From an optimization exercise on the open Yosys and OpenROAD flow, aimed at small area and a short achievable clock period; shortcuts taken in it are not production practice. In this exercise RTL edits were held to simulation tests only and were not proved equivalent to the original. Power figures rest on the tool's default switching activity, not on a simulated workload.

Design neural_network, start of the top module:
module neural_network (
    input wire clk,
    input wire reset,
    input wire changes,
    input wire [1:0] selector_output,
    input wire [7:0] data_in,
    output wire [7:0] network_outputs
);
wire st_in, st_buff, st_out;
wire n_in, n_hold, n_out, p_take, p_keep;
machine machine_inst (
    .clk(clk), .reset(reset), .changes(changes),
    .st_in(st_in), .st_buff(st_buff), .st_out(st_out),
    .n_in(n_in), .n_hold(n_hold), .n_out(n_out), .p_take(p_take), .p_keep(p_keep)
);
wire [191:0] p;
register_parameters reg_params_inst (
    .clk(clk), .take(p_take), .keep(p_keep), .data_in(data_in), .p(p)
);
wire [7:0] x0, x1, x2, x3;
wire [7:0] s0, s1, s2, s3;
wire [3:0] neg_r;
shift_register_inputs shift_reg_inst (
    .clk(clk), .n_in(n_in), .n_hold(n_hold), .n_out(n_out),
    .data_in(data_in), .selector_output(selector_output),
    .s0(s0), .s1(s1), .s2(s2), .s3(s3), .neg_r(neg_r),
    .x0(x0), .x1(x1), .x2(x2), .x3(x3),
    .network_outputs(network_outputs)
);
wire [7:0] w00 = p[7:0];
wire [7:0] w01 = p[15:8];
wire [7:0] w02 = p[23:16];
wire [7:0] w03 = p[31:24];
wire [7:0] b0 = p[39:32];
wire [7:0] th0 = p[47:40];
wire [7:0] w10 = p[55:48];
wire [7:0] w11 = p[63:56];
wire [7:0] w12 = p[71:64];
wire [7:0] w13 = p[79:72];
wire [7:0] b1 = p[87:80];
wire [7:0] th1 = p[95:88];
wire [7:0] w20 = p[103:96];
wire [7:0] w21 = p[111:104];
wire [7:0] w22 = p[119:112];
wire [7:0] w23 = p[127:120];
wire [7:0] b2 = p[135:128];
wire [7:0] th2 = p[143:136];
wire [7:0] w30 = p[151:144];
wire [7:0] w31 = p[159:152];
wire [7:0] w32 = p[167:160];
wire [7:0] w33 = p[175:168];
wire [7:0] b3 = p[183:176];
wire [7:0] th3 = p[191:184];
perceptron perceptron0 (.xn0(x0), .xn1(x1), .xn2(x2), .xn3(x3), .wn0(w00), .wn1(w01), .wn2(w02), .wn3(w03), .bn(b0), .thn(th0), .s(s0), .neg_r(neg_r[0]));
perceptron perceptron1 (.xn0(x0), .xn1(x1), .xn2(x2), .xn3(x3), .wn0(w10), .wn1(w11), .wn2(w12), .wn3(w13), .bn(b1), .thn(th1), .s(s1), .neg_r(neg_r[1]));
perceptron perceptron2 (.xn0(x0), .xn1(x1), .xn2(x2), .xn3(x3), .wn0(w20), .wn1(w21), .wn2(w22), .wn3(w23), .bn(b2), .thn(th2), .s(s2), .neg_r(neg_r[2]));
  ...
export LEC_CHECK = 0
export CAP_MARGIN = 20
export CORE_MARGIN = 2
export CORE_UTILIZATION = 40
export CTS_BUF_LIST = sky130_fd_sc_hd__clkbuf_4 sky130_fd_sc_hd__clkbuf_8
export SETUP_SLACK_MARGIN = 4.5
export SLEW_MARGIN = 20
export SYNTH_HIERARCHICAL = 1
create_clock -name core_clock -period 9.0 [get_ports {clk}]
run.sh (not shown) runs the stock make flow with config.mk's settings and CLKGATE_MAP_FILE= SYNTH_SCRIPT=/design/flow/synth_recipe.tcl, a recipe that flattens the netlist after the stock synthesis.
Next try:
--- a/flow/config.mk
+++ b/flow/config.mk
@@ -11,2 +11 @@
-export CTS_BUF_LIST = sky130_fd_sc_hd__clkbuf_4 sky130_fd_sc_hd__clkbuf_8
-export SETUP_SLACK_MARGIN = 4.5
+export SETUP_SLACK_MARGIN = 5
Effect: Die area is unchanged. Area after synthesis is unchanged. Fmax rises by 2.2%.
Next try:
==> flow/flow/run.sh (new file) <==
#!/bin/bash
# The standard layout with its standard synthesis unchanged; the only
# difference is MATCH_CELL_FOOTPRINT=0, which lets timing repair resize cells
# to footprints other than the one synthesis chose. ORFS writes each tool's
# log under orfs/logs; make's own output goes to standard.log.
set -euo pipefail
bash standard.sh MATCH_CELL_FOOTPRINT=0 finish > standard.log 2>&1
==> flow/standard.sh (new file) <==
#!/bin/bash
# synth_recipe.tcl (not shown) runs the flow's synth.tcl, then flattens the netlist and writes it again
# the make line also repeats each setting of config.mk as NAME=value (left out here)
make -C /OpenROAD-flow-scripts/flow DESIGN_CONFIG=/design/flow/config.mk WORK_HOME=/design/flow/orfs CLKGATE_MAP_FILE= SYNTH_SCRIPT=/design/flow/synth_recipe.tcl "${@:-finish}"
removed: flow/run.sh
Clock skew goes up by 0.011 ns.
Global-route usage drops by 0.65 points.
Die area is unchanged.
Area after synthesis does not change.
Next try:
==> flow/run.sh (new file) <==
#!/bin/bash
# synth_recipe.tcl (not shown) runs the flow's synth.tcl, then flattens the netlist and writes it again
# the make line also repeats each setting of config.mk as NAME=value (left out here)
make -C /OpenROAD-flow-scripts/flow DESIGN_CONFIG=/design/flow/config.mk WORK_HOME=/design/flow/orfs CLKGATE_MAP_FILE= SYNTH_SCRIPT=/design/flow/synth_recipe.tcl finish
--- a/flow/config.mk
+++ b/flow/config.mk
@@ -10,2 +10,2 @@
-export CORE_UTILIZATION = 40
-export SETUP_SLACK_MARGIN = 5
+export CORE_UTILIZATION = 55
+export SETUP_SLACK_MARGIN = 4.5
removed: flow/flow/run.sh
removed: flow/standard.sh
=> The changed run went through all stages and came out clean. Wire length grows by about 3.3%. Clock-buffer cell count shrinks by 3. Sequential power hardly moves. Die area shrinks by 27%. Worst setup slack improves by 0.12 ns. Clock power shrinks by about 9%.
Next try:
--- a/flow/config.mk
+++ b/flow/config.mk
@@ -10,2 +10,2 @@
-export CORE_UTILIZATION = 55
-export SETUP_SLACK_MARGIN = 4.5
+export CORE_UTILIZATION = 40
+export SETUP_SLACK_MARGIN = 4
Result:
- The changed run completed without violations
- wire length goes down by about 3.2%
- worst setup slack loses 0.11 ns
- non-clock buffer count fell by 10
- fmax is lower by about 2%

exp/nickel:
neural_network, a different RTL version from the one above (not shown whole).
For scale: roughly 2000 cells after synthesis, roughly 240 flip-flops.
// neural_network
module neural_network (
    input wire clk,
    input wire reset,
    input wire changes,
    input wire [1:0] selector_output,
    input wire [7:0] data_in,
    output wire [7:0] network_outputs
);
clock: 9.0 ns
lec_check: 0
cap_margin: 20
core_margin: 2
core_utilization: 40
setup_slack_margin: 3.4
slew_margin: 20
synth_hierarchical: 1
Stock flow here: none of the scripts above is used.
diff inputs: exp/nickel => exp/indigo
Settings: swapping 3.4 for 3 in SETUP_SLACK_MARGIN.
- Between exp/nickel and exp/indigo, the smallest hold slack figures differ only marginally.
- Worst setup path startpoint: shift_reg_inst.x0[2]$_DFF_P_ -> exp/indigo, shift_reg_inst.x0[1]$_DFF_P_ -> exp/nickel
- exp/indigo leaves less setup margin than exp/nickel.
- exp/nickel -> exp/indigo: critical path depth delta 0, exact match
- exp/indigo has final period demand of the worst path above what exp/nickel had.
Input changes introduced in exp/amber (baseline for comparison: exp/indigo):
Settings: CTS_CLUSTER_SIZE now 40, previously not set; CTS_CLUSTER_DIAMETER now 100, previously not set; SETUP_SLACK_MARGIN now 4.5, was 3.
Looking at wire length, exp/amber sits above exp/indigo. Global-route usage: higher on exp/amber. exp/amber — cell leakage power about 4.5% higher, exp/indigo as reference. exp/amber vs exp/indigo: largest net degree at the start of global routing down by a little under 10%. Looking at detailed placement HPWL, exp/amber sits 320 um lower than exp/indigo does. Total chip power (exp/amber vs. exp/indigo) decreases by a little under 10%. Timing-limited maximum frequency went up by a little under 10% going from exp/indigo to exp/amber. The insertion delay of the later-clocked pin in the worst-skew pair of exp/amber is lower than that of exp/indigo.
Input changes introduced in exp/delta (baseline for comparison: exp/amber):
Settings: clearing CTS_CLUSTER_SIZE, which used to be 40; clearing CTS_CLUSTER_DIAMETER, which used to be 100.
Findings:
- exp/delta vs exp/amber: power up by more than 10%
- Of the two values seen for launching element of the worst setup path, reg_params_inst.p[144]$_DFF_P_ was produced by exp/amber and shift_reg_inst.x1[1]$_DFF_P_ by exp/delta.
- Per the comparison of exp/delta with exp/amber, CTS buffer count now larger; post-route clock period utilization held; switching power now sits higher; die area closely matched the old numbers; total buffers and inverters traversed by the critical path increased 2.
- exp/delta has critical path depth above what exp/amber had.
- exp/amber ended up with shift_reg_inst.x3[0]$_DFF_P_ as its capture point of the critical path; exp/delta ended up with shift_reg_inst.x0[4]$_DFF_P_.
- Clock-buffer cell count (higher): exp/delta
- Re setup slack of the critical path after layout: exp/delta is 9.4 ps down on exp/amber.

-- re-timing with driven ports --
Ports are ideal in the flow. The routed layouts listed here were re-timed in OpenROAD. Step 1 sets driving cells, clkbuf_16 on the clock port and buf_2 on the other inputs (assumed; they add their load-dependent delay and slew). Step 2 moves the port delays by t, midway between the first and last clock arrival at a register: inputs arrive t later, outputs are due t later. That takes back most of the time a late clock gives input paths. Three values: no drivers, after step 1, after step 2; two values: the first two.
| run | t, ns | slack for setup (ns) | worst slew at a driven data input, ns |
|---|---|---|---|
| the first run of note 1 | 0.694 | 3.593 / 3.593 / 3.593 | 0.04 |
| the second run of note 1 | 0.641 | 3.712 / 3.712 / 3.712 | 0.04 |
| the third run of note 1 | 0.627 | 3.614 / 3.614 / 3.614 | 0.04 |
| the fourth run of note 1 | 0.632 | 3.735 / 3.735 / 3.735 | 0.03 |
| the fifth run of note 1 | 0.634 | 3.629 / 3.629 / 3.629 | 0.04 |
| exp/nickel | 0.625 | 3.520 / 3.520 / 3.520 | 0.04 |
| exp/indigo | 0.623 | 3.234 / 3.234 / 3.234 | 0.04 |
| exp/amber | 0.584 | 3.670 / 3.670 / 3.670 | 0.04 |
| exp/delta | 0.627 | 3.661 / 3.661 / 3.661 | 0.03 |
After both steps setup and hold are still met in every run listed.
